Source: an optimization exercise on an open RTL-to-GDS flow (aim: small area and a short achievable clock period). Production flows keep margins and buffers that such runs may drop. In this exercise RTL edits were held to simulation tests only and were not proved equivalent to the original. No activity file was given, so power comes from the tool's default toggle rates.

<file path="flow/run.sh">
#!/bin/bash
# synth_recipe.tcl (not shown) runs the flow's synth.tcl, then flattens the netlist and writes it again
# the make line also repeats each setting of config.mk as NAME=value (left out here)
make -C /OpenROAD-flow-scripts/flow DESIGN_CONFIG=/design/flow/config.mk WORK_HOME=/design/flow/orfs CLKGATE_MAP_FILE= SYNTH_SCRIPT=/design/flow/synth_recipe.tcl finish
</file>
<file path="flow/config.mk">
export PLATFORM = sky130hd
export DESIGN_NAME = topmod
export DESIGN_NICKNAME = topmod
export VERILOG_FILES = /design/flow/design.v
export SDC_FILE = /design/flow/constraint.sdc
export NUM_CORES = 4
export LEC_CHECK = 0
export CAP_MARGIN = 20
export CORE_MARGIN = 2
export CORE_UTILIZATION = 55
export CTS_CLUSTER_DIAMETER = 80
export CTS_CLUSTER_SIZE = 30
export SETUP_SLACK_MARGIN = 2.0
export SLEW_MARGIN = 20
</file>
<file path="flow/constraint.sdc">
create_clock -name core_clock -period 4.2 [get_ports {clk}]
set_input_delay 0.8400 -clock core_clock [delete_from_list [all_inputs] [get_ports {clk}]]
set_output_delay 0.8400 -clock core_clock [all_outputs]
set_load 0.01 [all_outputs]
</file>
<file path="flow/design.v">
module SPI (tx_valid,tx_data,rx_valid,rx_data,rst_n,clk,SS_n,MISO,MOSI);
parameter IDLE = 3'b000;
parameter CHK_CMD = 3'b001;
parameter READ_ADD = 3'b010;
parameter READ_DATA = 3'b011;
parameter WRITE = 3'b100;
input MOSI,SS_n,rst_n,clk,tx_valid;
input [7:0] tx_data;
output rx_valid,MISO;
output [9:0] rx_data;
reg rx_valid_tmp,MISO_tmp;
reg [9:0] rx_data_tmp;
reg [2:0] cs,ns;
reg [3:0] shift_counter;
reg read_state;
reg state;
always @(posedge clk or negedge rst_n) begin
    if(!rst_n) begin
        cs<=IDLE;
    end
    else begin
        cs<=ns;
    end
end 
always @(cs or MOSI or SS_n or tx_valid or tx_data or state or read_state) begin
    case (cs)
    IDLE:begin
        if(!SS_n) begin
            ns=CHK_CMD;
        end
        else begin
            ns=IDLE;
        end
    end
     CHK_CMD:begin
        if(SS_n) begin
            ns=IDLE;
        end
        else begin
            if(!({SS_n,MOSI}))begin
                ns=WRITE;
            end
            else if((!(SS_n))&&(MOSI)&&(!(state))) begin
                ns=READ_ADD;
            end
            else begin
                ns=READ_DATA;
            end
        end
     end
     READ_ADD:begin
        if(~SS_n) begin
            ns=READ_ADD;
        end
        else begin
            ns=IDLE;
        end
     end   
     READ_DATA:begin
           if(~SS_n) begin
            ns=READ_DATA;
        end
        else begin
            ns=IDLE;
        end
     end
     WRITE:begin
           if(~SS_n) begin
            ns=WRITE;
        end
        else begin
            ns=IDLE;
        end
     end
     default:begin
        ns=IDLE;
     end
    endcase
end
always @(posedge clk ) begin
case(cs)
IDLE:begin
    shift_counter<=10;  
    MISO_tmp<=0;
    rx_data_tmp<=0;
    rx_valid_tmp<=0;
    end
READ_ADD:begin
      if(shift_counter==0) begin
        rx_valid_tmp<=1;
        shift_counter<=10;
    end
    else begin
        rx_data_tmp<={MOSI,rx_data_tmp[9:1]};
        shift_counter<=shift_counter-1;
    end
end
READ_DATA:begin
    if((shift_counter==0)&&(!(read_state))) begin
        shift_counter<=8;
        rx_valid_tmp<=1;
    end
    else if ((shift_counter>0)&&(!(read_state))) begin
         rx_data_tmp<={MOSI,rx_data_tmp[9:1]};
         shift_counter<=shift_counter-1;  rx_valid_tmp<=0;
    end
    else if ((shift_counter==0)&&(read_state)) begin
        shift_counter<=10;
        rx_valid_tmp<=0;
    end
    else if (tx_valid) begin
        MISO_tmp<=tx_data[shift_counter-1];
        shift_counter<=shift_counter-1; rx_valid_tmp<=0;
    end
    end
WRITE:begin
    if(shift_counter==0) begin
        rx_valid_tmp<=1;
    end
    else begin
        rx_data_tmp<={MOSI,rx_data_tmp[9:1]};
        shift_counter<=shift_counter-1;
    end
end
endcase    
end
always @(posedge clk or negedge rst_n) begin
  if(~rst_n) begin
        state<=0;
        read_state<=0;
    end
    else begin
        case (cs)
        IDLE:begin
            read_state<=0;
        end
            READ_ADD:begin
                if(shift_counter==0) begin
                    state<=1;
                end
            end
           READ_DATA:begin
             if((shift_counter==0)&&(!(read_state))) begin
                read_state<=1;
             end
             else if ((shift_counter==0)&&(read_state)) begin
                read_state<=0;
                state<=0;
             end
           end
        endcase
    end   
end
assign MISO=MISO_tmp;
assign rx_data=rx_data_tmp;
assign rx_valid=rx_valid_tmp;
endmodule 
module rram (din,clk,rst_n,rx_valid,dout,tx_valid);
parameter MEM_DEPTH=256;
parameter ADDR_SIZE = 8;
localparam GROUP = 32;
localparam NGRP = MEM_DEPTH/GROUP;
input [9:0] din;
input clk,rst_n,rx_valid;
output [7:0] dout;
output tx_valid;
reg [7:0] dout_tmp;
reg tx_valid_tmp;
reg [15:0] addr_hi_n, addr_lo_n;
reg [8*MEM_DEPTH-1:0] cells;
reg phase, phase_d;
reg [7:0] din_d, din_dd;
reg aset_d, wr_d, wr_dd;
reg rd_d, rd_dd;
reg [8*NGRP-1:0] grp_n;
wire rd_now = rx_valid & din[9] & din[8];
wire [7:0] col = wr_dd ? (din_dd ^ {8{phase}}) :
                 wr_d ? (din_d ^ {8{phase}}) : 8'd0;
reg [MEM_DEPTH-1:0] sel;
integer i;
always @* begin
    for (i = 0; i < MEM_DEPTH; i = i + 1)
        sel[i] = ~(addr_hi_n[i/16] | addr_lo_n[i%16]);
end
genvar w, g;
generate
for (w = 0; w < MEM_DEPTH; w = w + 1) begin : row
    always @(posedge clk)
        cells[w*8 +: 8] <= ~(({8{sel[w]}} & col) | cells[w*8 +: 8]);
end
for (g = 0; g < NGRP; g = g + 1) begin : stage1
    reg [7:0] acc;
    integer k;
    always @* begin
        acc = 8'd0;
        for (k = 0; k < GROUP; k = k + 1)
            acc = acc | ({8{sel[g*GROUP+k]}} & cells[(g*GROUP+k)*8 +: 8]);
    end
    always @(posedge clk)
        grp_n[g*8 +: 8] <= ~acc;
end
endgenerate
reg [7:0] rdv;
integer j;
always @* begin
    rdv = 8'hff;
    for (j = 0; j < NGRP; j = j + 1)
        rdv = rdv & grp_n[j*8 +: 8];
    rdv = ~rdv ^ {8{phase_d}};
end
always @(posedge clk) begin
    phase <= ~phase;
    phase_d <= phase;
    din_d <= din[7:0];
    din_dd <= din_d;
    aset_d <= rst_n & rx_valid & ~din[8];
    wr_d <= rst_n & rx_valid & ~din[9] & din[8];
    wr_dd <= wr_d;
    if (aset_d) begin
        for (i = 0; i < 16; i = i + 1) begin
            addr_hi_n[i] <= (din_d[7:4] != i);
            addr_lo_n[i] <= (din_d[3:0] != i);
        end
    end
end
always @(posedge clk or negedge rst_n) begin
    if (!rst_n) begin
        dout_tmp <= 0;
        tx_valid_tmp <= 0;
        rd_d <= 0;
        rd_dd <= 0;
    end else begin
        rd_d <= rd_now;
        rd_dd <= rd_d;
        if (rd_now | rd_d | rd_dd)
            dout_tmp <= rdv;
        if (rd_now)
            tx_valid_tmp <= 1;
    end
end
assign dout=dout_tmp;
assign tx_valid=tx_valid_tmp;
endmodule
module topmod (rst_n,clk,SS_n,MISO,MOSI);
input  MOSI,SS_n,rst_n,clk ;
output MISO;
wire rx_valid,tx_valid;
wire [9:0] rx_data;
wire [7:0] tx_data;
rram RAM_INTERFACE(.din(rx_data),.clk(clk),.rst_n(rst_n),.rx_valid(rx_valid),.dout(tx_data),.tx_valid(tx_valid));
SPI SPI_INTERFACE(.tx_valid(tx_valid),.tx_data(tx_data),.rx_valid(rx_valid),.rx_data(rx_data),.rst_n(rst_n),.clk(clk),.SS_n(SS_n),.MISO(MISO),.MOSI(MOSI));
endmodule 
</file>
==> results_dict.tcl, run 1 <==
set metrics [dict create \
    ys_seq_area_share_pct 62.8 \
    ff2ff_setup_slack_ps 1960 \
    clk_latency_ps 740 \
    worstPathCellList "buf_2" \
    dp_hpwl_um 123000 \
    syn_area_mm2 0.0709 \
    final_cells 8169 \
    initial_core_util_pct 55.5 \
    clock-sinks 2197 \
    cp-start-kind "flop" \
    fillerInstances 10800 \
    clock.fmax_ghz 0.435 \
    min_delay_path_depth 0 \
    die-area_mm2 0.132 \
    cp.arrival_ps 1460 \
    criticalPathCategory "reg -> out" \
    drc 0 \
    drive_above_1_share_pct 7.02 \
    ys_types 44 \
    syn_inst 6733 \
    fin_skew_ps 29.4 \
    hold_class "reg -> reg" \
    ant_nets 0 \
    grt_pass1_vias 49300 \
    die_w_um 363 \
    setup_viol 0 \
    avgSynthCellArea_um2 10.5 \
    ios 5 \
    r2r_cells 7 \
    rr_startpoint "RAM_INTERFACE.addr_lo_n[13]$_DFFE_PP_" \
    grtUsageTotal_pct 32.0 \
    dr.pass1.iters 6 \
    gp_congestion 0.837 \
    numCtsBuffers 90 \
    finalCritPeriodShare_pct 54.7 \
    cp_slowest_stage_delay_ps 520 \
    synth_edf_count 48 \
    cp_top_family "flip-flops" \
    power.density_mw_per_mm2 477 \
    rows 131 \
    routed_wl_um 228000 \
    tightest_slew_ps 1060 \
    fin_setup_tns_ps 0 \
    ys_ff_latch 2197 \
    async_flop_share_pct 0.728 \
    dp.cells 7973 \
    ys_warn_count 2 \
    r2r_end "RAM_INTERFACE.grp_n[30]$_DFF_P_" \
    critPathRequiredTime_ps 3360 \
    wire_per_inst_um 27.9 \
    drt_iter0_markers 5982 \
    clk_transition_reported_paths_ps 110 \
    cts.path.max_buffers 3 \
    min_to "RAM_INTERFACE.din_d[0]$_DFF_P_" \
    holdBufCountCts 0 \
    fin_nets 6463 \
    drv_cap 0 \
    cp_max_fo 1 \
    area_growth_pct 7.79 \
    p_leak_nw 31.9 \
    hold_viol_final 0 \
    htree_levels 3 \
    dr_total_vias 53500 \
    grt_first_pass_wirelength_um 322000 \
    status "no timing/DRC/antenna violations" \
    grt-ovfl-total 0 \
    synth_flop_cell "dfxtp_1" \
    fin_crit_ps 2300 \
    avgViaCountPerCell 6.55 \
    cts_root_buffer "clkbuf_16" \
    finalMaxSlewViolations 0 \
    relSlewSlack_pct 29.6 \
    crit_path_end_kind "output port" \
    grt_setup_unrepaired "yes" \
    cts_tree "yes" \
    syn-num-nets 6738 \
    die_y_um 363 \
    crit_slowest_cell "edfxtp_1" \
    antenna_found_initial 12 \
    grt_max_degree 137 \
    cp_num_buf_inv 1 \
    ir_drop_v 0.000350 \
    portBuffers 4 \
    min_from "SPI_INTERFACE.rx_data_tmp[0]$_SDFFCE_PN0P_" \
    coreArea_mm2 0.128 \
]
## per-layer routing
layer / GRT usage, % / vias up / share of wire [%]
met5: 0 / - / 0.0057
met4: 8.75 / 2 / 3.4
met3: 4.83 / 322 / 8.1
met2: 49.7 / 2180 / 44
met1: 46.6 / 26600 / 44
li1: - / 24400 / -
## where the power goes
group | switching, W | total [W] | leakage (nW) | internal (W)
sequential | 0.000592 | 0.0224 | 18.6 | 0.0218
combinational | 0.00188 | 0.00297 | 12.0 | 0.00109
clock | 0.00669 | 0.0111 | 1.36 | 0.00442
total | 0.00916 | 0.0365 | 31.9 | 0.0273
## worst max path at each step
stage,startpoint,to,slack (ps),cells after the start
2_1_floorplan,SPI_INTERFACE.shift_counter[0]$_DFFE_PP_,SPI_INTERFACE.rx_data_tmp[0]$_SDFFCE_PN0P_,2010,5
3_3_place_gp,RAM_INTERFACE.wr_dd$_DFF_P_,RAM_INTERFACE.cells[1748]$_DFF_P_,1610,5
3_5_place_dp,RAM_INTERFACE.wr_dd$_DFF_P_,RAM_INTERFACE.cells[458]$_DFF_P_,1500,5
4_1_cts,SPI_INTERFACE.MISO_tmp$_DFFE_PP_,MISO,1870,1
5_1_grt,RAM_INTERFACE.addr_lo_n[13]$_DFFE_PP_,RAM_INTERFACE.grp_n[30]$_DFF_P_,1880,7
6_report,SPI_INTERFACE.MISO_tmp$_DFFE_PP_,MISO,1900,1
## flip-flops by register name, summed over array words and instances, names as in the netlist, 3 cells and up
name	flops
RAM_INTERFACE.din_dd	8
RAM_INTERFACE.grp_n	64
RAM_INTERFACE.cells	2048
RAM_INTERFACE.din_d	8
RAM_INTERFACE.dout_tmp	8
SPI_INTERFACE.shift_counter	4
SPI_INTERFACE.cs	3
RAM_INTERFACE.addr_lo_n	16
RAM_INTERFACE.addr_hi_n	16
SPI_INTERFACE.rx_data_tmp	10
## cells in the final DEF, fill, tap and decap left out, types with 6 or more instances in the layout
cell type     n
a2111o_1     63
a2111oi_0    35
a2111oi_1    17
a2111oi_2    14
a21oi_1    2066
a21oi_4       8
a221oi_1    262
a221oi_2     64
a22o_1      386
a22oi_1     129
a31oi_1     119
a31oi_2       9
and2b_1      14
buf_12       34
buf_16        8
buf_4        82
buf_6        18
bufinv_16     6
clkbuf_1      7
clkbuf_16   106
clkinv_8      8
dfrtp_1      16
dfxtp_1    2130
diode_2      10
edfxtp_1     48
inv_1        16
inv_6        11
nand2_1      97
nand3_1      14
nand4_1      18
nor2_1      257
nor2_2       26
nor2b_1     258
nor3_1       46
nor3_2       24
o21ai_0      13
xor2_1        8
## layout make-up
type                    count  area [um^2]  share of cell area [%]
multi-input cells        3974        24600                    32.2
repair inverters            3         26.3                  0.0344
clock buffers             104         2430                    3.18
inverters                  31          292                   0.381
flip-flops and latches   2197        44500                    58.3
well taps                1662         2080                    2.72
diodes                     10         25.0                  0.0327
clock inverters            27          352                   0.460
repair buffers            161         2110                    2.76
## repair_timing
item	4_1_cts	5_1_grt
setup endpoints to repair	2062	1328
pin swaps	1	12
gates cloned	8	14
gates resized for setup	130	127
setup buffers	19	14
## through the flow
step                      area (um^2)  setup WS (ps)  hold WS (ps)  power (W)  utilization (%)
after detailed placement        72000           1500           329     0.0255             56.3
after global placement          72000           1610           327     0.0255             56.3
after global routing            76400           1880           373     0.0375             59.8
after floorplan                 70900           2010           323     0.0244                -
final                           76500           1900           359     0.0365             59.8
after CTS                       75600           1870           359     0.0364             59.1
## cells by family after synthesis
| logic type | synth area share, % |
|---|---|
| AO/OA/AOI/OAI | 28.1 |
| XOR/XNOR | 0.123 |
| adder cells (fa/ha/maj) | 0.0176 |
| buffers and inverters | 3.55 |
| flip-flops | 62.8 |
| multiplexers | 0.0635 |
| AND/OR/NAND/NOR | 5.35 |
## cells in the mapped netlist, types with 9 or more instances
library cell,count,share of area [%]
a22o_1,386,4.8
nor3_1,62,0.44
a22oi_1,129,1.4
nand4_1,18,0.16
a31oi_1,128,1.1
a21oi_1,2074,15
buf_1,26,0.14
buf_2,279,2.0
dfrtp_1,16,0.56
a2111o_1,63,1.0
nor2_1,283,1.5
clkbuf_1,217,1.1
dfxtp_1,2133,60
inv_1,23,0.12
nand3_1,14,0.099
nor2b_1,259,2.3
a221oi_2,19,0.40
and2b_1,14,0.15
nor3_2,9,0.13
edfxtp_1,48,2.0
nand2_1,97,0.51
a2111oi_0,66,0.81
a221oi_1,308,3.8
o21ai_0,13,0.092
==> run 2, diff against run 1 <==
==> flow/flow/run.sh (new file) <==
#!/bin/bash
# The standard layout (the standard.sh, unchanged synthesis), except that
# the port buffers that global placement inserts are buf_4 cells instead of
# the default pick. The make output goes to flow_make.log here; ORFS keeps
# each step's own log under orfs/logs/.
set -euo pipefail
bash standard.sh "BUFFER_PORTS_ARGS=-buffer_cell sky130_fd_sc_hd__buf_4" finish > flow_make.log 2>&1
==> flow/standard.sh (new file) <==
#!/bin/bash
# synth_recipe.tcl (not shown) runs the flow's synth.tcl, then flattens the netlist and writes it again
# the make line also repeats each setting of config.mk as NAME=value (left out here)
make -C /OpenROAD-flow-scripts/flow DESIGN_CONFIG=/design/flow/config.mk WORK_HOME=/design/flow/orfs CLKGATE_MAP_FILE= SYNTH_SCRIPT=/design/flow/synth_recipe.tcl "${@:-finish}"
removed: flow/run.sh
==> results_dict.tcl, run 2 <==
set metrics [dict create \
    grt-ovfl-total 0 \
    clk_latency_ps 760 \
    synth_adder_area_share_pct 0.0176 \
    synth_top_cell_by_area "dfxtp_1" \
    coreArea_mm2 0.128 \
    avgViaCountPerCell 6.53 \
    htree_levels 3 \
    timing.hold.ws_ps 273 \
    ir_drop_v 0.000362 \
    syn_inst 6733 \
    p_leak_nw 32.0 \
    synth_top_family_by_area "compound AO/OA/AOI/OAI gates" \
    criticalPathCategory "reg -> reg" \
    ys_seq_area_share_pct 62.8 \
    finalCritPeriodShare_pct 55.7 \
    drv_cap 0 \
    die_y_um 363 \
    ys_warn_count 2 \
    syn_area_mm2 0.0709 \
    hold_class "in -> reg" \
    finalMaxSlewViolations 0 \
    synth_edf_count 48 \
    cts_tree "yes" \
    cts.path.max_buffers 3 \
    relSlewSlack_pct 34.1 \
    ys_ff_latch 2197 \
    layout_common_cells "dfxtp_1, a21oi_1, a22o_1" \
    dp_hpwl_um 126000 \
    cp_max_fo 24 \
    clk_transition_reported_paths_ps 120 \
    rows 131 \
    drt_iter0_markers 5923 \
    layout_commonest_cell "dfxtp_1" \
    synth_mux_area_share_pct 0.0635 \
    avgSynthCellArea_um2 10.5 \
    fin_skew_ps 32.1 \
    ios 5 \
    clock.fmax_ghz 0.427 \
    dr.pass1.iters 5 \
    final_cells 8186 \
    gr-usage-met3_pct 4.43 \
    area_growth_pct 8.00 \
    die_w_um 363 \
    pre_cts_ws_ps 1420 \
    grt_setup_unrepaired "yes" \
    ys_types 44 \
    synth_xor_xnor_area_share_pct 0.123 \
    critPathRequiredTime_ps 4870 \
    grt_pass1_vias 49400 \
    fin_setup_tns_ps 0 \
    top_regs "RAM_INTERFACE.cells x2048, RAM_INTERFACE.grp_n x64" \
    crit_path_end_kind "flop" \
    synth_flop_cell "dfxtp_1" \
    status "no timing/DRC/antenna violations" \
    hold_viol_final 0 \
    top_usage_layer "met2" \
    drc 0 \
    yosysMostFrequentCell "dfxtp_1" \
    grt_first_pass_wirelength_um 322000 \
    power.density_mw_per_mm2 479 \
    fin_ws_ps 1860 \
    syn-num-nets 6738 \
    portBuffers 4 \
    final_core_util_pct 59.9 \
    grtUsageTotal_pct 32.0 \
    fin_nets 6477 \
    routed_wl_um 225000 \
    synthTopCellsByArea "dfxtp_1, a21oi_1, a22o_1, a221oi_1, nor2b_1" \
    numCtsBuffers 93 \
    largest_register_ff_count 2048 \
    tightest_slew_ps 989 \
    cts_root_buffer "clkbuf_16" \
    synth_simple_gate_area_share_pct 5.35 \
    dp.cells 7995 \
    antenna_found_initial 8 \
    initial_core_util_pct 55.5 \
    use_met2_pct 49.8 \
    ant_nets 0 \
    cp.arrival_ps 3010 \
    setup_viol 0 \
    wire_per_inst_um 27.4 \
    grtUsageMet1_pct 46.2 \
    synth_common_cells "dfxtp_1, a21oi_1, a22o_1, a221oi_1, nor2_1" \
    die-area_mm2 0.132 \
    clock-sinks 2197 \
    synth_top_cell_area_share_pct 60.2 \
    dr_total_vias 53400 \
    fin_crit_ps 2340 \
    synth_compound_area_share_pct 28.1 \
    async_flop_share_pct 0.728 \
    gp_congestion 0.813 \
    grt_max_degree 137 \
    drive_above_1_share_pct 6.92 \
    cp-start-kind "flop" \
    largest_register "RAM_INTERFACE.cells" \
]
[run 2: cell counts after synthesis]
Identical to the previous run, type by type.
[run 2: repair_timing]
action	4_1_cts	5_1_grt
endpoints found under the hold margin	16	0
hold buffers	1	0
gates cloned	5	11
setup buffers	15	12
resized for setup	129	138
pin swaps	1	12
endpoints found under the setup margin	2105	1385
[run 2: path summary, 6_finish.rpt]
kind                                                            start                                endpoint  slack (ps)  cells past startpoint
setup / recovery                 RAM_INTERFACE.addr_lo_n[4]$_DFFE_PP_          RAM_INTERFACE.grp_n[1]$_DFF_P_        1860                      7
hold / removal                                                   SS_n           SPI_INTERFACE.cs[1]$_DFF_PN0_         270                      2
setup reg to reg                 RAM_INTERFACE.addr_lo_n[4]$_DFFE_PP_          RAM_INTERFACE.grp_n[1]$_DFF_P_        1860                      7
hold reg to reg            SPI_INTERFACE.rx_data_tmp[0]$_SDFFCE_PN0P_          RAM_INTERFACE.din_d[0]$_DFF_P_         360                      0
max in group asynchronous                                       rst_n    SPI_INTERFACE.read_state$_DFFE_PN0P_        3430                      2
min in group asynchronous                                       rst_n  RAM_INTERFACE.tx_valid_tmp$_DFFE_PN0P_         550                      2
[run 2: cells by family after synthesis]
group           after synthesis
compound gates             3195
mux                           2
buf+inv                     562
simple gates                766
xor+xnor                     10
fa+ha+maj                     1
flops                      2197
[run 2: per-stage QoR]
step	area, um^2	power, W
floorplan	70900	0.0244
CTS	75700	0.0366
global placement	72000	0.0255
finish	76600	0.0367
global route	76600	0.0378
detailed placement	72100	0.0255
[run 2: routing by layer]
metal	routed length (um)	vias to the layer above	part of all wire [%]
li1	-	24500	-
met1	100000	26600	45
met2	101000	2015	45
met3	16600	316	7.4
met4	6720	2	3.0
met5	13	-	0.0058
[run 2: area by class of cell]
type,instances,area (um^2)
antenna,5,12.5
timing repair inverter,1,8.76
multi-input combinational,3974,24500
fill,10700,51200
timing repair buffer,174,2200
tap,1662,2080
clock inverter,32,395
inverter,31,337
sequential,2197,44500
clock buffer,110,2500
[run 2: report_power, final]
| group | internal [W] | total (W) | switching (W) |
|---|---|---|---|
| clock | 0.00446 | 0.0113 | 0.00688 |
| sequential | 0.0218 | 0.0224 | 0.000592 |
| combinational | 0.00110 | 0.00297 | 0.00187 |
| total | 0.0274 | 0.0367 | 0.00935 |
[run 2: worst max-delay path, cell delays in order (launching register included)]
cell	delay, ps
edfxtp_1	460
buf_12	180
buf_16	200
nor2b_1	70
a2111o_1	380
a221oi_1	380
a31oi_1	280
nor3_2	280
==> run 3, diff against run 2 <==
--- a/flow/design.v
+++ b/flow/design.v
@@ -81,7 +81,6 @@
 case(cs)
 IDLE:begin
     shift_counter<=10;  
-    MISO_tmp<=0;
     rx_data_tmp<=0;
     rx_valid_tmp<=0;
     end
@@ -109,7 +108,6 @@
         rx_valid_tmp<=0;
     end
     else if (tx_valid) begin
-        MISO_tmp<=tx_data[shift_counter-1];
         shift_counter<=shift_counter-1; rx_valid_tmp<=0;
     end
     end
@@ -151,6 +149,11 @@
         endcase
     end   
 end
+wire miso_clr = (cs == IDLE);
+wire miso_load = (cs == READ_DATA) && read_state && (shift_counter != 0) && tx_valid;
+wire miso_bit = tx_data[shift_counter-1];
+always @(posedge clk)
+    MISO_tmp <= (~miso_clr & miso_load & miso_bit) | (~miso_clr & ~miso_load & MISO_tmp);
 assign MISO=MISO_tmp;
 assign rx_data=rx_data_tmp;
 assign rx_valid=rx_valid_tmp;
@@ -216,11 +219,9 @@
     aset_d <= rst_n & rx_valid & ~din[8];
     wr_d <= rst_n & rx_valid & ~din[9] & din[8];
     wr_dd <= wr_d;
-    if (aset_d) begin
-        for (i = 0; i < 16; i = i + 1) begin
-            addr_hi_n[i] <= (din_d[7:4] != i);
-            addr_lo_n[i] <= (din_d[3:0] != i);
-        end
+    for (i = 0; i < 16; i = i + 1) begin
+        addr_hi_n[i] <= (aset_d & (din_d[7:4] != i)) | (~aset_d & addr_hi_n[i]);
+        addr_lo_n[i] <= (aset_d & (din_d[3:0] != i)) | (~aset_d & addr_lo_n[i]);
     end
 end
 always @(posedge clk or negedge rst_n) begin
==> flow/run.sh (new file) <==
#!/bin/bash
# synth_recipe.tcl (not shown) runs the flow's synth.tcl, then flattens the netlist and writes it again
# the make line also repeats each setting of config.mk as NAME=value (left out here)
make -C /OpenROAD-flow-scripts/flow DESIGN_CONFIG=/design/flow/config.mk WORK_HOME=/design/flow/orfs CLKGATE_MAP_FILE= SYNTH_SCRIPT=/design/flow/synth_recipe.tcl finish
removed: flow/flow/run.sh
removed: flow/standard.sh
==> results_dict.tcl, run 3 <==
set metrics [dict create \
    clk_transition_reported_paths_ps 120 \
    placed_cell_area_mm2 0.0726 \
    area_growth_pct 11.4 \
    grt_first_pass_wirelength_um 370000 \
    ff_latch_area_mm2 0.0445 \
    avgViaCountPerCell 6.81 \
    ir_drop_v 0.000368 \
    synth_common_cells "dfxtp_1, a21oi_1, a22oi_1, nor2_1, buf_2" \
    grt_pass1_vias 52300 \
    power.density_mw_per_mm2 475 \
    power_w 0.0374 \
    grtUsageMet1_pct 54.2 \
    htree_levels 3 \
    timing.hold.ws_ps 359 \
    drive_above_1_share_pct 10.0 \
    final_cell_area_mm2 0.0787 \
    cp-start-kind "flop" \
    synthTopCellsByArea "dfxtp_1, a21oi_1, a22oi_1, a221oi_1, a22o_1" \
    largest_register "RAM_INTERFACE.cells" \
    fin_ws_ps 1820 \
    top_regs "RAM_INTERFACE.cells x2048, RAM_INTERFACE.grp_n x64, SPI_INTERFACE.rx_data_tmp x10" \
    layout_commonest_cell "dfxtp_1" \
    pre_cts_ws_ps 1310 \
    grtUsageTotal_pct 37.9 \
    yosysMostFrequentCell "dfxtp_1" \
    avgSynthCellArea_um2 10.5 \
    grt_max_degree 147 \
    critPathRequiredTime_ps 4860 \
    hold_class "reg -> reg" \
    fillerInstances 10400 \
    ys_types 60 \
    dr.pass1.iters 8 \
    synth_edf_count 47 \
    hold_viol_final 0 \
    rows 131 \
    fin_skew_ps 35.9 \
    cts_root_buffer "clkbuf_16" \
    fin_setup_tns_ps 0 \
    synth_top_cell_by_area "dfxtp_1" \
    finalMaxSlewViolations 0 \
    cts_tree "yes" \
    layout_common_cells "dfxtp_1, a21oi_1, a22oi_1" \
    relSlewSlack_pct 22.5 \
    crit_path_end_kind "flop" \
    coreArea_mm2 0.128 \
    drv_cap 0 \
    drc 0 \
    grt_setup_unrepaired "yes" \
    criticalPathCategory "reg -> reg" \
    die_w_um 363 \
    tightest_slew_ps 1160 \
    synth_top_cell_area_share_pct 60.4 \
    use_met2_pct 57.4 \
    gp_congestion 0.863 \
    status "no timing/DRC/antenna violations" \
    clock.fmax_ghz 0.420 \
    dp_hpwl_um 150000 \
    gr-usage-met3_pct 6.69 \
    synth_flop_cell "dfxtp_1" \
    cts.path.max_buffers 3 \
    clock-sinks 2197 \
    portBuffers 4 \
    syn-num-nets 6729 \
    initial_core_util_pct 55.4 \
    async_flop_share_pct 0.728 \
    clk_latency_ps 770 \
    cp.arrival_ps 3040 \
    setup_viol 0 \
    largest_register_ff_count 2048 \
    antenna_found_initial 8 \
    wire_per_inst_um 31.9 \
    ys_warn_count 2 \
    die_y_um 363 \
    fin_nets 6653 \
    numCtsBuffers 94 \
    drt_iter0_markers 7871 \
    grt-ovfl-total 0 \
    cp_max_fo 13 \
    ant_nets 0 \
    syn_inst 6724 \
    syn_area_mm2 0.0707 \
    dr_total_vias 57000 \
    ys_ff_latch 2197 \
    ys_seq_area_share_pct 63.0 \
    routed_wl_um 267000 \
    p_leak_nw 33.0 \
    fin_crit_ps 2380 \
    finalCritPeriodShare_pct 56.7 \
    top_usage_layer "met2" \
    multi_input_comb_area_mm2 0.0245 \
    ios 5 \
    die-area_mm2 0.131 \
]
[run 3: final cells by class]
type / count / share of cell area, %
diodes: 1 / 0.00318
clock buffers: 112 / 3.17
clock inverters: 42 / 0.636
inverters: 45 / 0.586
multi-input cells: 3963 / 31.1
flip-flops and latches: 2197 / 56.6
well taps: 1662 / 2.64
repair buffers: 340 / 5.20
repair inverters: 7 / 0.0779
[run 3: per-stage QoR]
| stage | util, % | std cells |
|---|---|---|
| after floorplan | - | 6724 |
| after global placement | 56.9 | 8075 |
| after global routing | 61.7 | 8368 |
| final | 61.7 | 8369 |
| after detailed placement | 57.0 | 8076 |
| after CTS | 60.6 | 8304 |
[run 3: logic make-up (layout without fill, tap and decap cells)]
kind of cell | Yosys count | count (layout) | share of synthesized area (%)
AOI/OAI and AO/OA | 3231 | 3231 | 28.2
DFF | 2197 | 2197 | 63.0
muxes | 4 | 4 | 0.0920
xor gates and xnor gates | 9 | 9 | 0.112
other | 0 | 1 | 0
adders and majority gates | 2 | 2 | 0.0319
buffers and inverters | 564 | 546 | 3.54
and+or+nand+nor | 717 | 717 | 5.02
[run 3: worst max-delay path: stages, from the launching register on]
cell,delay (ps)
edfxtp_1,500
buf_4,210
clkbuf_16,230
nor2_1,840
a22oi_1,210
nand2_1,200
nor3_1,80
[run 3: path summary, 6_finish.rpt]
path,slack [ps],from,to,cells past startpoint
setup reg to reg,1820,flop,RAM_INTERFACE.grp_n[22]$_DFF_P_,6
min in group asynchronous,520,rst_n,RAM_INTERFACE.tx_valid_tmp$_DFFE_PN0P_,1
max in group asynchronous,3200,rst_n,RAM_INTERFACE.dout_tmp[6]$_DFFE_PN0P_,1
setup / recovery,1820,flop,RAM_INTERFACE.grp_n[22]$_DFF_P_,6
hold reg to reg,360,SPI_INTERFACE.rx_data_tmp[0]$_SDFFCE_PN0P_,RAM_INTERFACE.din_d[0]$_DFF_P_,0
hold / removal,360,SPI_INTERFACE.rx_data_tmp[0]$_SDFFCE_PN0P_,RAM_INTERFACE.din_d[0]$_DFF_P_,0
[run 3: layer usage]
layer	vias up	share of wire, %
met4	14	4.6
met5	-	0.032
met3	602	11
met2	3242	43
met1	28100	41
li1	25000	-
[run 3: power by group]
group	internal [W]	switching [W]
clock network	0.00454	0.00703
registers	0.0218	0.000601
logic	0.00120	0.00222
total	0.0275	0.00985
[run 3: what timing repair did]
item | in CTS | in global routing
gates cloned | 9 | 18
endpoints found under the hold margin | 0 | 0
hold buffers | 0 | 0
endpoints found under the setup margin | 2112 | 562
resized for setup | 179 | 160
buffers inserted | 65 | 46
pin swaps | 22 | 37
==> run 4, diff against run 3 <==
--- a/flow/design.v
+++ b/flow/design.v
@@ -177,8 +177,8 @@
 reg rd_d, rd_dd;
 reg [8*NGRP-1:0] grp_n;
 wire rd_now = rx_valid & din[9] & din[8];
-wire [7:0] col = wr_dd ? (din_dd ^ {8{phase}}) :
-                 wr_d ? (din_d ^ {8{phase}}) : 8'd0;
+reg [7:0] col;
+wire wr_now = rst_n & rx_valid & ~din[9] & din[8];
 reg [MEM_DEPTH-1:0] sel;
 integer i;
 always @* begin
@@ -217,7 +217,9 @@
     din_d <= din[7:0];
     din_dd <= din_d;
     aset_d <= rst_n & rx_valid & ~din[8];
-    wr_d <= rst_n & rx_valid & ~din[9] & din[8];
+    wr_d <= wr_now;
+    col <= wr_d ? (din_d ^ {8{~phase}}) :
+           wr_now ? (din[7:0] ^ {8{~phase}}) : 8'd0;
     wr_dd <= wr_d;
     for (i = 0; i < 16; i = i + 1) begin
         addr_hi_n[i] <= (aset_d & (din_d[7:4] != i)) | (~aset_d & addr_hi_n[i]);
==> results_dict.tcl, run 4 <==
set metrics [dict create \
    die_y_um 362 \
    clk_transition_reported_paths_ps 100 \
    relSlewSlack_pct 22.4 \
    fin_crit_ps 2310 \
    cp_num_buf_inv 2 \
    clock-sinks 2196 \
    dp.cells 8078 \
    grt_setup_unrepaired "yes" \
    n_antenna_cell 0 \
    clk_latency_ps 760 \
    cp_max_fo 18 \
    drc 0 \
    wl_met2_um 117000 \
    rows 131 \
    finalCritPeriodShare_pct 55.1 \
    ys_ff_latch 2196 \
    fin_nets 6610 \
    met3WireLength_um 27500 \
    layout_commonest_cell "dfxtp_1" \
    top_regs "RAM_INTERFACE.cells x2048, RAM_INTERFACE.grp_n x64, SPI_INTERFACE.rx_data_tmp x10" \
    dp_hpwl_um 152000 \
    syn_inst 6716 \
    yosysMostFrequentCell "dfxtp_1" \
    wire_per_inst_um 32.0 \
    p_leak_nw 32.5 \
    criticalPathCategory "reg -> reg" \
    synth_top_cell_area_share_pct 60.5 \
    ys_warn_count 2 \
    crit_path_end_kind "flop" \
    avgViaCountPerCell 6.83 \
    setup_viol 0 \
    top_layer "met5" \
    worstPathCellList "buf_4, buf_6, nor2_1, a22oi_1, nand3_1, nor3_1" \
    numCtsBuffers 92 \
    grt_first_pass_wirelength_um 376000 \
    avgSynthCellArea_um2 10.5 \
    finalMaxSlewViolations 0 \
    routed_wl_um 266000 \
    coreArea_mm2 0.127 \
    grt-ovfl-total 0 \
    cp-start-kind "flop" \
    power.density_mw_per_mm2 519 \
    hold_class "reg -> reg" \
    gp_congestion 0.855 \
    fin_skew_ps 32.0 \
    ios 5 \
    synth_top_cell_by_area "dfxtp_1" \
    ir_drop_v 0.000369 \
    drive_above_1_share_pct 8.63 \
    cp_slowest_stage_delay_ps 770 \
    cts_tree "yes" \
    cp.arrival_ps 2940 \
    cts.path.max_buffers 3 \
    dr_total_vias 56800 \
    clock.fmax_ghz 0.432 \
    antenna_found_initial 7 \
    initial_core_util_pct 55.4 \
    die_w_um 362 \
    tightest_slew_ps 1160 \
    status "no timing/DRC/antenna violations" \
    drt_iter0_markers 7635 \
    largest_register_ff_count 2048 \
    met1Wirelength_um 110000 \
    grtUsageTotal_pct 38.8 \
    ant_nets 0 \
    synth_common_cells "dfxtp_1, a21oi_1, clkbuf_1, a221oi_1, nor2_1" \
    portBuffers 4 \
    grt_pass1_vias 52800 \
    synthTopCellsByArea "dfxtp_1, a21oi_1, a221oi_1, a22o_1, nor2b_1" \
    synth_flop_cell "dfxtp_1" \
    layout_common_cells "dfxtp_1, a21oi_1, a221oi_1" \
    htree_levels 3 \
    cp_top_family "simple AND/OR/NAND/NOR gates" \
    drv_cap 0 \
    fin_setup_tns_ps 0 \
    area_growth_pct 10.0 \
    ys_types 59 \
    grt_max_degree 109 \
    syn-num-nets 6721 \
    synth_edf_count 47 \
    hold_viol_final 0 \
    critPathRequiredTime_ps 4820 \
    async_flop_share_pct 0.729 \
    ys_seq_area_share_pct 63.1 \
    crit_slowest_cell "nor2_1" \
    dr.pass1.iters 6 \
    largest_register "RAM_INTERFACE.cells" \
    die-area_mm2 0.131 \
    syn_area_mm2 0.0706 \
    cts_root_buffer "clkbuf_16" \
    final_cells 8312 \
    holdBufCountCts 0 \
]
## run 4: cell types whose count changed in the layout (fill, tap and decap cells not counted), sizes merged, moves of 10 or more
cell and delta:
clkbuf -10, nor2b +55, and2 -15, a221oi +66, a21oi -12, a22o +36
buf -31, nor3 +11, a22oi -142, a31oi +35, a41oi -21, a2111o +23
## run 4: cells by family (layout without fill, tap and decap cells)
family / count (synthesis) / in the layout / synth area share (%)
AND/OR/NAND/NOR: 763 / 763 / 5.44
multiplexers: 2 / 2 / 0.0638
adder cells (fa/ha/maj): 2 / 2 / 0.0319
AO/OA/AOI/OAI: 3184 / 3184 / 28.0
flip-flops: 2196 / 2196 / 63.1
XOR/XNOR: 10 / 10 / 0.124
buffers and inverters: 559 / 493 / 3.25
## run 4: layout make-up
cell class                 count  area [um^2]
timing repair buffer         306         3480
tap                         1662         2080
inverter                      45          419
clock buffer                 106         2450
clock inverter                33          380
multi-input combinational   3961        24200
timing repair inverter         3         28.8
sequential                  2196        44500
fill                       10500        49700
## run 4: power by group
group | internal [W] | switching (W) | leakage, nW
Clock | 0.00444 | 0.00694 | 1.39
Combinational | 0.00172 | 0.00280 | 12.6
Sequential | 0.0229 | 0.00151 | 18.5
Total | 0.0290 | 0.0112 | 32.5
## run 4: path summary, 6_finish.rpt
check	start	endpoint	slack, ps	cells past startpoint
max in group asynchronous	rst_n	RAM_INTERFACE.dout_tmp[1]$_DFFE_PN0P_	3590	2
min reg2reg	RAM_INTERFACE.rd_d$_DFF_PN0_	RAM_INTERFACE.rd_dd$_DFF_PN0_	390	0
max reg2reg	flop	RAM_INTERFACE.grp_n[7]$_DFF_P_	1890	6
min in group asynchronous	rst_n	SPI_INTERFACE.state$_DFFE_PN0P_	420	2
min	RAM_INTERFACE.rd_d$_DFF_PN0_	RAM_INTERFACE.rd_dd$_DFF_PN0_	390	0
max	flop	RAM_INTERFACE.grp_n[7]$_DFF_P_	1890	6
## run 4: metrics by stage
stage | setup WS, ps | utilization [%] | instance area [um^2] | total power, W | hold WS, ps
after floorplan | 2160 | - | 70600 | 0.0269 | 329
after detailed placement | 1460 | 57.0 | 72600 | 0.0288 | 367
after CTS | 1900 | 60.1 | 76600 | 0.0399 | 391
after global placement | 1430 | 57.0 | 72600 | 0.0287 | 363
after global routing | 1880 | 61.0 | 77600 | 0.0414 | 411
final | 1890 | 61.0 | 77600 | 0.0403 | 387
## run 4: what timing repair did
action	CTS	global route
pin swaps	5	9
resized for setup	123	95
gates cloned	11	8
endpoints found under the setup margin	81	90
setup buffers	31	45
## run 4: per-layer routing
| metal | GRT usage (%) | up-vias |
|---|---|---|
| met4 | 16.2 | 10 |
| met3 | 7.80 | 547 |
| li1 | - | 24800 |
| met1 | 54.1 | 28300 |
| met2 | 58.7 | 3108 |
| met5 | 0 | - |
==> run 5, diff against run 4 <==
--- a/flow/design.v
+++ b/flow/design.v
@@ -161,8 +161,6 @@
 module rram (din,clk,rst_n,rx_valid,dout,tx_valid);
 parameter MEM_DEPTH=256;
 parameter ADDR_SIZE = 8;
-localparam GROUP = 32;
-localparam NGRP = MEM_DEPTH/GROUP;
 input [9:0] din;
 input clk,rst_n,rx_valid;
 output [7:0] dout;
@@ -175,7 +173,7 @@
 reg [7:0] din_d, din_dd;
 reg aset_d, wr_d, wr_dd;
 reg rd_d, rd_dd;
-reg [8*NGRP-1:0] grp_n;
+reg [8*16-1:0] grp_n;
 wire rd_now = rx_valid & din[9] & din[8];
 reg [7:0] col;
 wire wr_now = rst_n & rx_valid & ~din[9] & din[8];
@@ -191,29 +189,31 @@
     always @(posedge clk)
         cells[w*8 +: 8] <= ~(({8{sel[w]}} & col) | cells[w*8 +: 8]);
 end
-for (g = 0; g < NGRP; g = g + 1) begin : stage1
+for (g = 0; g < 16; g = g + 1) begin : stage1
     reg [7:0] acc;
     integer k;
     always @* begin
         acc = 8'd0;
-        for (k = 0; k < GROUP; k = k + 1)
-            acc = acc | ({8{sel[g*GROUP+k]}} & cells[(g*GROUP+k)*8 +: 8]);
+        for (k = 0; k < 16; k = k + 1)
+            acc = acc | ({8{~addr_lo_n[k]}} & cells[(g*16+k)*8 +: 8]);
     end
     always @(posedge clk)
         grp_n[g*8 +: 8] <= ~acc;
 end
 endgenerate
+reg [15:0] hi_d;
 reg [7:0] rdv;
 integer j;
 always @* begin
-    rdv = 8'hff;
-    for (j = 0; j < NGRP; j = j + 1)
-        rdv = rdv & grp_n[j*8 +: 8];
-    rdv = ~rdv ^ {8{phase_d}};
+    rdv = 8'd0;
+    for (j = 0; j < 16; j = j + 1)
+        rdv = rdv | ({8{hi_d[j]}} & ~grp_n[j*8 +: 8]);
+    rdv = rdv ^ {8{phase_d}};
 end
 always @(posedge clk) begin
     phase <= ~phase;
     phase_d <= phase;
+    hi_d <= ~addr_hi_n;
     din_d <= din[7:0];
     din_dd <= din_d;
     aset_d <= rst_n & rx_valid & ~din[8];
--- a/flow/config.mk
+++ b/flow/config.mk
@@ -7,7 +7,7 @@
 export LEC_CHECK = 0
 export CAP_MARGIN = 20
 export CORE_MARGIN = 2
-export CORE_UTILIZATION = 55
+export CORE_UTILIZATION = 62
 export CTS_CLUSTER_DIAMETER = 80
 export CTS_CLUSTER_SIZE = 30
 export SETUP_SLACK_MARGIN = 2.0
==> results_dict.tcl, run 5 <==
set metrics [dict create \
    switching_share_pct 26.6 \
    numCtsBuffers 87 \
    wire_per_inst_um 30.1 \
    cp_num_buf_inv 3 \
    die-area_mm2 0.120 \
    min_delay_path_depth 0 \
    top_regs "RAM_INTERFACE.cells x2048, RAM_INTERFACE.grp_n x128, RAM_INTERFACE.hi_d x16" \
    coreArea_mm2 0.116 \
    grtUsageTotal_pct 38.2 \
    ys_warn_count 2 \
    top_usage_layer "met2" \
    fin_ws_ps 1960 \
    htree_levels 3 \
    syn_area_mm2 0.0724 \
    clock.fmax_ghz 0.446 \
    finalMaxSlewViolations 0 \
    cts_root_buffer "clkbuf_16" \
    ir_drop_v 0.000406 \
    gr-usage-met3_pct 8.44 \
    finalCritPeriodShare_pct 53.3 \
    drv_cap 0 \
    grt_pass1_vias 51500 \
    fin_nets 6311 \
    r2r_cells 6 \
    crit_slowest_cell "edfxtp_1" \
    routed_wl_um 236000 \
    initial_core_util_pct 62.4 \
    hold_viol_final 0 \
    synth_top_cell_area_share_pct 61.1 \
    grt-ovfl-total 0 \
    cp-start-kind "flop" \
    largest_register "RAM_INTERFACE.cells" \
    async_flop_share_pct 0.703 \
    synth_flop_cell "dfxtp_1" \
    cp.depth 6 \
    criticalPathCategory "reg -> reg" \
    fin_crit_ps 2240 \
    cp_top_family "buffers and inverters" \
    die_w_um 346 \
    p_seq_share_pct 63.3 \
    ys_types 46 \
    pre_cts_ws_ps 1550 \
    dr_total_vias 54900 \
    ant_nets 0 \
    p_int_w 0.0295 \
    p_leak_nw 31.3 \
    drt_iter0_markers 6822 \
    clock-sinks 2276 \
    synthTopCellsByArea "dfxtp_1, a21oi_1, a221oi_1, a22o_1, edfxtp_1" \
    grt_max_degree 129 \
    rows 125 \
    timing.hold.ws_ps 410 \
    portBuffers 4 \
    synth_edf_count 47 \
    fillerInstances 9182 \
    clkPwrFrac_pct 26.6 \
    hold_class "reg -> reg" \
    largest_register_ff_count 2048 \
    yosysMostFrequentCell "dfxtp_1" \
    avgSynthCellArea_um2 10.9 \
    cp_max_fo 63 \
    worstPathCellList "buf_8, inv_16, buf_12, a22o_1, a221oi_1, and4_1" \
    ios 5 \
    area_growth_pct 4.17 \
    use_met2_pct 56.8 \
    die_y_um 346 \
    critPathRequiredTime_ps 4890 \
    dp_hpwl_um 135000 \
    synth_top_cell_by_area "dfxtp_1" \
    fin_skew_ps 34.9 \
    ys_ff_latch 2276 \
    grt_first_pass_wirelength_um 346000 \
    avgViaCountPerCell 6.98 \
    power.density_mw_per_mm2 533 \
    clk_latency_ps 750 \
    relSlewSlack_pct 22.6 \
    cts.path.max_buffers 3 \
    grtUsageMet1_pct 53.8 \
    cp.arrival_ps 2930 \
    clk_transition_reported_paths_ps 120 \
    fin_setup_tns_ps 0 \
    syn_inst 6663 \
    layout_commonest_cell "dfxtp_1" \
    dr.pass1.iters 6 \
    gp_congestion 0.941 \
    antenna_found_initial 7 \
    power_frac_comb_pct 10.1 \
    grt_setup_unrepaired "yes" \
    cts_tree "yes" \
    crit_path_end_kind "flop" \
    status "no timing/DRC/antenna violations" \
    tightest_slew_ps 1160 \
    ys_seq_area_share_pct 63.7 \
    layout_common_cells "dfxtp_1, a21oi_1, a221oi_1" \
    drive_above_1_share_pct 3.67 \
    p_sw_w 0.0107 \
    syn-num-nets 6668 \
    cp_slowest_stage_delay_ps 380 \
    drc 0 \
    synth_common_cells "dfxtp_1, a21oi_1, a221oi_1, a22o_1, clkbuf_1" \
    setup_viol 0 \
]
## run 5: cell count changes after synthesis, sizes merged, moves of 47 or more
cell	change
a31oi	-122
and4	+118
nor3	-47
a22oi	-203
nor2b	-146
a22o	+256
a2111o	-80
a221oi	+186
dfxtp	+80
## run 5: final timing paths
kind / startpoint / to / slack, ps
setup / recovery: flop / RAM_INTERFACE.grp_n[101]$_DFF_P_ / 1960
hold / removal: SPI_INTERFACE.rx_data_tmp[0]$_SDFFCE_PN0P_ / RAM_INTERFACE.din_d[0]$_DFF_P_ / 410
setup reg to reg: flop / RAM_INTERFACE.grp_n[101]$_DFF_P_ / 1960
hold reg to reg: SPI_INTERFACE.rx_data_tmp[0]$_SDFFCE_PN0P_ / RAM_INTERFACE.din_d[0]$_DFF_P_ / 410
max in group asynchronous: rst_n / RAM_INTERFACE.dout_tmp[3]$_DFFE_PN0P_ / 3530
min in group asynchronous: rst_n / SPI_INTERFACE.cs[2]$_DFF_PN0_ / 430
## run 5: logic make-up (layout without fill, tap and decap cells)
kind of cell	after synthesis	after routing	synth area share [%]
adders and majority gates	2	2	0.0311
xor gates and xnor gates	9	9	0.109
buffers and inverters	608	275	4.18
DFF	2276	2276	63.7
other	0	4	0
muxes	3	3	0.0760
AOI/OAI and AO/OA	3153	3153	27.4
and+or+nand+nor	612	612	4.61
## run 5: timing repair
action	CTS	global route
setup buffers	0	4
setup endpoints to repair	126	92
cloned	0	0
hold buffers	0	0
resized for setup	28	26
pin swaps	0	1
## run 5: per-stage QoR
step / instances / cell area (um^2) / util [%] / total power [W]
after global placement: 7736 / 72700 / 62.7 / 0.0296
after detailed placement: 7737 / 72800 / 62.7 / 0.0298
after CTS: 7850 / 75300 / 64.9 / 0.0400
after global routing: 7854 / 75500 / 65.0 / 0.0414
after floorplan: 6663 / 72500 / - / 0.0280
final: 7858 / 75500 / 65.0 / 0.0402
## run 5: cell type report
| class | count | area [um^2] | area share (%) |
|---|---|---|---|
| tap | 1524 | 1910 | 2.53 |
| timing repair buffer | 87 | 1080 | 1.44 |
| clock inverter | 11 | 98.8 | 0.131 |
| antenna | 4 | 10.0 | 0.0133 |
| clock buffer | 102 | 2380 | 3.15 |
| inverter | 75 | 445 | 0.590 |
| sequential | 2276 | 46100 | 61.1 |
| multi-input combinational | 3779 | 23400 | 31.0 |
## run 5: metal layers
layer  vias up  share of wire [%]
li1      24200                  -
met2      3006                 43
met3       628                 11
met5         -              0.029
met1     27000                 41
met4        10                4.8
## run 5: power groups by stage
stage	logic (W)	clock network (W)	registers [W]
5_1_grt	0.00432	0.0114	0.0257
2_1_floorplan	0.00293	0	0.0250
4_1_cts	0.00392	0.0107	0.0254
6_report	0.00406	0.0107	0.0255
3_5_place_dp	0.00392	0	0.0259
3_3_place_gp	0.00379	0	0.0259
==> run 6, diff against run 5 <==
--- a/flow/config.mk
+++ b/flow/config.mk
@@ -10,5 +10,5 @@
 export CORE_UTILIZATION = 62
 export CTS_CLUSTER_DIAMETER = 80
 export CTS_CLUSTER_SIZE = 30
-export SETUP_SLACK_MARGIN = 2.0
+export SETUP_SLACK_MARGIN = 2.15
 export SLEW_MARGIN = 20
==> results_dict.tcl, run 6 <==
set metrics [dict create \
    dp_hpwl_um 135000 \
    dr.pass1.iters 6 \
    largest_register "RAM_INTERFACE.cells" \
    cp_max_fo 17 \
    crit_path_end_kind "flop" \
    cp.arrival_ps 2790 \
    ir_drop_v 0.000406 \
    gp_congestion 0.941 \
    relSlewSlack_pct 19.1 \
    cts_tree "yes" \
    area_growth_pct 4.91 \
    largest_register_ff_count 2048 \
    async_flop_share_pct 0.703 \
    dr_total_vias 55100 \
    fin_skew_ps 31.9 \
    layout_commonest_cell "dfxtp_1" \
    ys_ff_latch 2276 \
    wire_per_inst_um 30.4 \
    finalMaxSlewViolations 0 \
    fin_setup_tns_ps 0 \
    avgViaCountPerCell 7.01 \
    cp-start-kind "flop" \
    setup_viol 0 \
    holdBufCountCts 0 \
    power.density_mw_per_mm2 531 \
    htree_levels 3 \
    drive_above_1_share_pct 4.51 \
    die_w_um 346 \
    grtUsageTotal_pct 38.6 \
    ys_seq_area_share_pct 63.7 \
    drc 0 \
    final_cells 7867 \
    grt-ovfl-total 0 \
    layout_common_cells "dfxtp_1, a21oi_1, a22o_1" \
    synth_flop_cell "dfxtp_1" \
    fin_nets 6320 \
    hold_class "reg -> reg" \
    syn_inst 6663 \
    pre_cts_ws_ps 1550 \
    critPathRequiredTime_ps 4790 \
    final_core_util_pct 65.5 \
    syn-num-nets 6668 \
    grt_max_degree 129 \
    grt_setup_unrepaired "yes" \
    clk_latency_ps 740 \
    die_y_um 346 \
    status "no timing/DRC/antenna violations" \
    cts_root_buffer "clkbuf_16" \
    ys_warn_count 2 \
    syn_area_mm2 0.0724 \
    p_leak_nw 31.5 \
    finalCritPeriodShare_pct 52.5 \
    avgSynthCellArea_um2 10.9 \
    criticalPathCategory "reg -> reg" \
    clk_transition_reported_paths_ps 120 \
    synth_top_cell_area_share_pct 61.1 \
    ant_nets 0 \
    initial_core_util_pct 62.4 \
    dp.cells 7737 \
    antenna_found_initial 7 \
    cts.path.max_buffers 3 \
    ys_types 46 \
    synth_top_cell_by_area "dfxtp_1" \
    grt_first_pass_wirelength_um 348000 \
    numCtsBuffers 87 \
    ios 5 \
    synth_edf_count 47 \
    routed_wl_um 239000 \
    tightest_slew_ps 1210 \
    drv_cap 0 \
    power_w 0.0403 \
    fillerInstances 9128 \
    portBuffers 4 \
    clock.fmax_ghz 0.454 \
    fin_ws_ps 2000 \
    grt_pass1_vias 51600 \
    synthTopCellsByArea "dfxtp_1, a21oi_1, a221oi_1, a22o_1, edfxtp_1" \
    coreArea_mm2 0.116 \
    top_regs "RAM_INTERFACE.cells x2048, RAM_INTERFACE.grp_n x128, RAM_INTERFACE.hi_d x16" \
    clock-sinks 2276 \
    rows 125 \
    hold_viol_final 0 \
    die-area_mm2 0.120 \
    fin_crit_ps 2200 \
    yosysMostFrequentCell "dfxtp_1" \
    drt_iter0_markers 6954 \
    synth_common_cells "dfxtp_1, a21oi_1, a221oi_1, a22o_1, clkbuf_1" \
]
run 6: changes by cell type in the layout (fill, tap and decap cells not counted), sizes merged:
cell,before,now
clkbuf,102,103
bufinv,2,7
bufbuf,0,1
inv,78,74
buf,84,90
run 6: kinds of logic after synthesis:
family          count (synthesis)  share of synthesized area [%]
mux                             3                         0.0760
xor+xnor                        9                          0.109
compound gates               3153                           27.4
simple gates                  612                           4.61
fa+ha+maj                       2                         0.0311
flops                        2276                           63.7
buf+inv                       608                           4.18
run 6: routing by layer:
layer / vias to the layer above / global-route usage [%] / share of wire, %
li1: 24200 / - / -
met4: 10 / 16.7 / 4.8
met1: 27100 / 54.4 / 41
met2: 3172 / 57.1 / 43
met3: 633 / 8.63 / 11
met5: - / 0 / 0.033
run 6: worst max-delay path, cell delays in order (launching register included):
cell	delay, ps
edfxtp_1	870
nor2_1	950
a21oi_1	190
run 6: power breakdown:
part | switching (W) | internal, W | total [W]
clock network | 0.00661 | 0.00410 | 0.0107
registers | 0.00165 | 0.0238 | 0.0255
logic | 0.00251 | 0.00167 | 0.00418
run 6: repair_timing:
action | in CTS | in global routing
endpoints found under the setup margin | 148 | 260
cloned | 2 | 1
buffers inserted | 3 | 7
pin swaps | 1 | 0
resized for setup | 76 | 63
run 6: worst paths after layout:
| check | slack, ps | to | from | cells after the start |
|---|---|---|---|---|
| worst max-delay path | 2000 | RAM_INTERFACE.cells[764]$_DFF_P_ | flop | 2 |
| worst min-delay path | 410 | RAM_INTERFACE.din_d[0]$_DFF_P_ | SPI_INTERFACE.rx_data_tmp[0]$_SDFFCE_PN0P_ | 0 |
| worst max register to register | 2000 | RAM_INTERFACE.cells[764]$_DFF_P_ | flop | 2 |
| worst min register to register | 410 | RAM_INTERFACE.din_d[0]$_DFF_P_ | SPI_INTERFACE.rx_data_tmp[0]$_SDFFCE_PN0P_ | 0 |
| max in group asynchronous | 3540 | RAM_INTERFACE.dout_tmp[3]$_DFFE_PN0P_ | rst_n | 2 |
| min in group asynchronous | 430 | SPI_INTERFACE.cs[2]$_DFF_PN0_ | rst_n | 2 |
run 6: layout make-up:
cell class	count	area, um^2	area share (%)
timing repair buffer	95	1270	1.67
tap	1524	1910	2.51
multi-input combinational	3779	23600	31.1
clock inverter	11	98.8	0.130
clock buffer	102	2380	3.13
antenna	4	10.0	0.0132
timing repair inverter	1	8.76	0.0115
sequential	2276	46100	60.7
inverter	75	558	0.734
run 6: per-stage QoR:
stage               cell area (um^2)  hold slack, ps
floorplan                      72500             329
global placement               72700             361
detailed placement             72800             381
CTS                            75600             407
global route                   76000             420
finish                         76000             412
==> run 7, diff against run 6 <==
--- a/flow/config.mk
+++ b/flow/config.mk
@@ -7,8 +7,8 @@
 export LEC_CHECK = 0
 export CAP_MARGIN = 20
 export CORE_MARGIN = 2
-export CORE_UTILIZATION = 62
+export CORE_UTILIZATION = 55
 export CTS_CLUSTER_DIAMETER = 80
 export CTS_CLUSTER_SIZE = 30
-export SETUP_SLACK_MARGIN = 2.15
+export SETUP_SLACK_MARGIN = 2.0
 export SLEW_MARGIN = 20
==> results_dict.tcl, run 7 <==
set metrics [dict create \
    wire_per_inst_um 30.0 \
    cts.path.max_buffers 3 \
    status "no timing/DRC/antenna violations" \
    synth_compound_area_share_pct 27.4 \
    ys_seq_area_share_pct 63.7 \
    tightest_slew_ps 1200 \
    syn_inst 6663 \
    synth_top_cell_area_share_pct 61.1 \
    rows 133 \
    finalCritPeriodShare_pct 52.3 \
    relSlewSlack_pct 19.5 \
    power.density_mw_per_mm2 543 \
    portBuffers 4 \
    hold_class "reg -> reg" \
    synth_flop_cell "dfxtp_1" \
    setup_viol 0 \
    clk_latency_ps 770 \
    avgSynthCellArea_um2 10.9 \
    synth_mux_area_share_pct 0.0760 \
    area_growth_pct 5.44 \
    synth_top_cell_by_area "dfxtp_1" \
    ys_types 46 \
    grt_first_pass_wirelength_um 356000 \
    ir_drop_v 0.000343 \
    drc 0 \
    die-area_mm2 0.135 \
    ios 5 \
    coreArea_mm2 0.131 \
    fin_crit_ps 2200 \
    critPathRequiredTime_ps 4870 \
    largest_register "RAM_INTERFACE.cells" \
    avgViaCountPerCell 6.70 \
    criticalPathCategory "reg -> reg" \
    numCtsBuffers 97 \
    dp_hpwl_um 143000 \
    gp_congestion 0.902 \
    layout_commonest_cell "dfxtp_1" \
    grt_setup_unrepaired "yes" \
    p_leak_nw 31.7 \
    layout_common_cells "dfxtp_1, a21oi_1, a221oi_1" \
    async_flop_share_pct 0.703 \
    grt-ovfl-total 0 \
    drive_above_1_share_pct 4.41 \
    fin_setup_tns_ps 0 \
    dr_total_vias 54500 \
    antenna_found_initial 7 \
    finalMaxSlewViolations 0 \
    cts_root_buffer "clkbuf_16" \
    routed_wl_um 244000 \
    grt_pass1_vias 51100 \
    syn_area_mm2 0.0724 \
    fin_nets 6333 \
    synthTopCellsByArea "dfxtp_1, a21oi_1, a221oi_1, a22o_1, edfxtp_1" \
    htree_levels 3 \
    clock.fmax_ghz 0.456 \
    crit_path_end_kind "flop" \
    cp-start-kind "flop" \
    ant_nets 0 \
    grt_max_degree 129 \
    cp.arrival_ps 2870 \
    n_antenna_cell 0 \
    clock-sinks 2276 \
    synth_edf_count 47 \
    die_w_um 367 \
    ys_ff_latch 2276 \
    top_regs "RAM_INTERFACE.cells x2048, RAM_INTERFACE.grp_n x128, RAM_INTERFACE.hi_d x16" \
    cts_tree "yes" \
    yosysMostFrequentCell "dfxtp_1" \
    hold_viol_final 0 \
    drt_iter0_markers 6586 \
    synth_common_cells "dfxtp_1, a21oi_1, a221oi_1, a22o_1, clkbuf_1" \
    grtUsageTotal_pct 35.1 \
    dp.cells 7981 \
    synth_xor_xnor_area_share_pct 0.109 \
    synth_top_family_by_area "compound AO/OA/AOI/OAI gates" \
    ys_warn_count 2 \
    fin_skew_ps 31.6 \
    initial_core_util_pct 55.2 \
    drv_cap 0 \
    die_y_um 367 \
    final_cells 8133 \
    cp_max_fo 65 \
    synth_simple_gate_area_share_pct 4.61 \
    clk_transition_reported_paths_ps 110 \
    dr.pass1.iters 6 \
    synth_adder_area_share_pct 0.0311 \
    syn-num-nets 6668 \
    largest_register_ff_count 2048 \
]
[run 7: routing by layer]
metal / wire, um / track usage, % / share of wire (%) / vias up
li1: - / - / - / 24300
met1: 105000 / 50.2 / 43 / 27200
met2: 107000 / 53.5 / 44 / 2501
met3: 22200 / 6.58 / 9.1 / 461
met4: 8660 / 11.6 / 3.6 / 2
met5: 40 / 0 / 0.016 / -
[run 7: path summary, 6_finish.rpt]
path / start / end / slack (ps) / cells past startpoint
min in group asynchronous: rst_n / SPI_INTERFACE.read_state$_DFFE_PN0P_ / 630 / 2
setup / recovery: flop / RAM_INTERFACE.grp_n[99]$_DFF_P_ / 2000 / 5
hold / removal: RAM_INTERFACE.rd_d$_DFF_PN0_ / RAM_INTERFACE.rd_dd$_DFF_PN0_ / 400 / 0
setup reg to reg: flop / RAM_INTERFACE.grp_n[99]$_DFF_P_ / 2000 / 5
hold reg to reg: RAM_INTERFACE.rd_d$_DFF_PN0_ / RAM_INTERFACE.rd_dd$_DFF_PN0_ / 400 / 0
max in group asynchronous: rst_n / RAM_INTERFACE.dout_tmp[4]$_DFFE_PN0P_ / 3360 / 2
[run 7: timing repair]
item                                    in CTS  in global routing
gates cloned                                 0                  0
hold buffers                                 0                  0
buffers inserted                             0                  3
pin swaps                                    0                  1
endpoints found under the setup margin      83                 58
resized for setup                           22                 23
[run 7: logic make-up after synthesis]
group                      Yosys count
AOI/OAI and AO/OA                 3153
DFF                               2276
and+or+nand+nor                    612
buffers and inverters              608
xor gates and xnor gates             9
muxes                                3
adders and majority gates            2
[run 7: area by class of cell]
type / instances / area (um^2)
Timing Repair Buffer: 99 / 1160
Inverter: 75 / 423
Clock buffer: 111 / 2610
Sequential cell: 2276 / 46100
Fill cell: 11300 / 54700
Clock inverter: 38 / 468
Multi-Input combinational cell: 3779 / 23400
Tap cell: 1755 / 2200
[run 7: power breakdown]
| part | switching [W] | internal [W] | leakage [nW] |
|---|---|---|---|
| Combinational | 0.00247 | 0.00162 | 11.0 |
| Sequential | 0.00168 | 0.0238 | 19.2 |
| Clock | 0.00723 | 0.00468 | 1.49 |
| Total | 0.0114 | 0.0301 | 31.7 |
[run 7: critical path: stages, from the launching register on]
cell      delay, ps
edfxtp_1        470
inv_6           660
buf_4           440
a22o_1          200
a221oi_1         60
and4_1          210
[run 7: stage by stage]
step | utilization [%] | hold slack (ps) | power, W | cell area [um^2] | worst slack (ps)
final | 58.3 | 400 | 0.0415 | 76400 | 2000
after global placement | 55.8 | 366 | 0.0298 | 73100 | 1610
after global routing | 58.3 | 410 | 0.0428 | 76400 | 1970
after floorplan | - | 329 | 0.0280 | 72500 | 2170
after CTS | 58.2 | 405 | 0.0414 | 76300 | 1920
after detailed placement | 55.8 | 374 | 0.0299 | 73100 | 1640
==> run 8, diff against run 7 <==
--- a/flow/config.mk
+++ b/flow/config.mk
@@ -7,8 +7,8 @@
 export LEC_CHECK = 0
 export CAP_MARGIN = 20
 export CORE_MARGIN = 2
-export CORE_UTILIZATION = 55
-export CTS_CLUSTER_DIAMETER = 80
-export CTS_CLUSTER_SIZE = 30
+export CORE_UTILIZATION = 62
+export CTS_CLUSTER_DIAMETER = 60
+export CTS_CLUSTER_SIZE = 25
 export SETUP_SLACK_MARGIN = 2.0
 export SLEW_MARGIN = 20
==> results_dict.tcl, run 8 <==
set metrics [dict create \
    area_growth_pct 7.38 \
    ys_seq_area_share_pct 63.7 \
    clock-sinks 2276 \
    antenna_found_initial 7 \
    fin_skew_ps 36.8 \
    synth_top_cell_area_share_pct 61.1 \
    syn_inst 6663 \
    synth_top_cell_by_area "dfxtp_1" \
    ant_nets 0 \
    fin_setup_tns_ps 0 \
    drc 0 \
    portBuffers 4 \
    yosysMostFrequentCell "dfxtp_1" \
    finalCritPeriodShare_pct 53.9 \
    numCtsBuffers 142 \
    synth_common_cells "dfxtp_1, a21oi_1, a221oi_1, a22o_1, clkbuf_1" \
    syn-num-nets 6668 \
    avgViaCountPerCell 6.93 \
    crit_slowest_cell "a2111oi_0" \
    cp.arrival_ps 2890 \
    power.density_mw_per_mm2 576 \
    cp_slowest_stage_delay_ps 920 \
    r2r_cells 5 \
    dr.pass1.iters 8 \
    final_cells 7995 \
    rr_startpoint "RAM_INTERFACE.hi_d[6]$_DFF_P_" \
    die-area_mm2 0.120 \
    clock.fmax_ghz 0.442 \
    ys_warn_count 2 \
    grt_first_pass_wirelength_um 349000 \
    tightest_slew_ps 1150 \
    cp_num_buf_inv 0 \
    min_from "SPI_INTERFACE.rx_data_tmp[0]$_SDFFCE_PN0P_" \
    grtUsageTotal_pct 38.7 \
    initial_core_util_pct 62.4 \
    setup_viol 0 \
    synth_edf_count 47 \
    avgSynthCellArea_um2 10.9 \
    status "no timing/DRC/antenna violations" \
    fin_crit_ps 2260 \
    die_y_um 346 \
    holdBufCountCts 0 \
    cp_max_fo 8 \
    min_to "RAM_INTERFACE.din_d[0]$_DFF_P_" \
    hold_viol_final 0 \
    p_leak_nw 32.5 \
    worstPathCellList "nor2b_1, a2111oi_0, nand4_1, xnor2_1, o21ai_0" \
    coreArea_mm2 0.116 \
    drive_above_1_share_pct 5.47 \
    layout_common_cells "dfxtp_1, a21oi_1, a221oi_1" \
    ios 5 \
    ys_types 46 \
    dr_total_vias 55400 \
    largest_register_ff_count 2048 \
    synth_flop_cell "dfxtp_1" \
    grt_setup_unrepaired "yes" \
    r2r_end "RAM_INTERFACE.dout_tmp[4]$_DFFE_PN0P_" \
    finalMaxSlewViolations 0 \
    ir_drop_v 0.000494 \
    routed_wl_um 238000 \
    cts.path.max_buffers 3 \
    dp.cells 7737 \
    fin_nets 6367 \
    layout_commonest_cell "dfxtp_1" \
    critPathRequiredTime_ps 4830 \
    min_delay_path_depth 0 \
    grt-ovfl-total 0 \
    criticalPathCategory "reg -> reg" \
    grt_pass1_vias 52300 \
    drt_iter0_markers 6735 \
    ff2ff_setup_slack_ps 1940 \
]
## run 8: cell counts after synthesis
No cell type changed its count.
## run 8: final cells by class
| cell class | count | area [um^2] | share of cell area (%) |
|---|---|---|---|
| multi-input combinational | 3779 | 23400 | 30.1 |
| inverter | 75 | 443 | 0.569 |
| timing repair buffer | 88 | 1100 | 1.41 |
| sequential | 2276 | 46100 | 59.3 |
| clock buffer | 177 | 3840 | 4.94 |
| antenna | 3 | 7.51 | 0.00965 |
| clock inverter | 73 | 956 | 1.23 |
| tap | 1524 | 1910 | 2.45 |
## run 8: logic make-up after synthesis
kind of cell	after synthesis	share of synthesized area, %
AOI/OAI and AO/OA	3153	27.4
xor gates and xnor gates	9	0.109
adders and majority gates	2	0.0311
buffers and inverters	608	4.18
DFF	2276	63.7
muxes	3	0.0760
and+or+nand+nor	612	4.61
## run 8: how the worst max path moves through the flow
stage                                                 endpoint                                     start  depth (start not counted)  slack (ps)
floorplan           SPI_INTERFACE.rx_data_tmp[0]$_SDFFCE_PN0P_  SPI_INTERFACE.shift_counter[0]$_DFFE_PP_                          5        2170
global placement                  RAM_INTERFACE.col[6]$_DFF_P_                                     rst_n                          8        1500
detailed placement                RAM_INTERFACE.col[6]$_DFF_P_                                     rst_n                          8        1550
CTS                                                       MISO            SPI_INTERFACE.MISO_tmp$_DFF_P_                          1        1900
global route             RAM_INTERFACE.dout_tmp[4]$_DFFE_PN0P_           RAM_INTERFACE.grp_n[84]$_DFF_P_                          5        1950
finish                   RAM_INTERFACE.dout_tmp[4]$_DFFE_PN0P_             RAM_INTERFACE.hi_d[6]$_DFF_P_                          5        1940
## run 8: metal layers
metal  wire (um)  track usage [%]  vias to the layer above  share of wire [%]
li1            -                -                    24400                  -
met1       96800             53.7                    27100                 41
met2      103000             57.5                     3213                 43
met3       27000             9.21                      650                 11
met4       11400             17.2                       10                4.8
met5          57                0                        -              0.024
## run 8: stage by stage
step	util (%)	hold slack (ps)	cell area, um^2	total power [W]	setup WS, ps
final	67.0	393	77800	0.0448	1940
after global routing	67.0	394	77800	0.0461	1950
after CTS	66.9	390	77700	0.0446	1900
after detailed placement	62.7	381	72800	0.0298	1550
after global placement	62.7	361	72700	0.0296	1500
after floorplan	-	329	72500	0.0280	2170
## run 8: power by group
part	internal (W)	leakage, nW	total (W)	switching, W
clock	0.00770	2.33	0.0153	0.00756
combinational	0.00162	10.9	0.00407	0.00245
sequential	0.0238	19.2	0.0255	0.00166
total	0.0331	32.5	0.0448	0.0117
## run 8: repair_timing
action                                 4_1_cts  5_1_grt
setup endpoints to repair                  125       80
endpoints found under the hold margin        0        0
pin swaps                                    0        1
buffers inserted                             0        4
resized for setup                           30       21

Setup slack of run 8, layout unchanged: 1.936 ns with ideal ports, 1.936 ns with driving cells assumed (clock clkbuf_16, inputs buf_2), 1.435 ns with port delays also shifted by the 0.836 ns mid clock arrival.
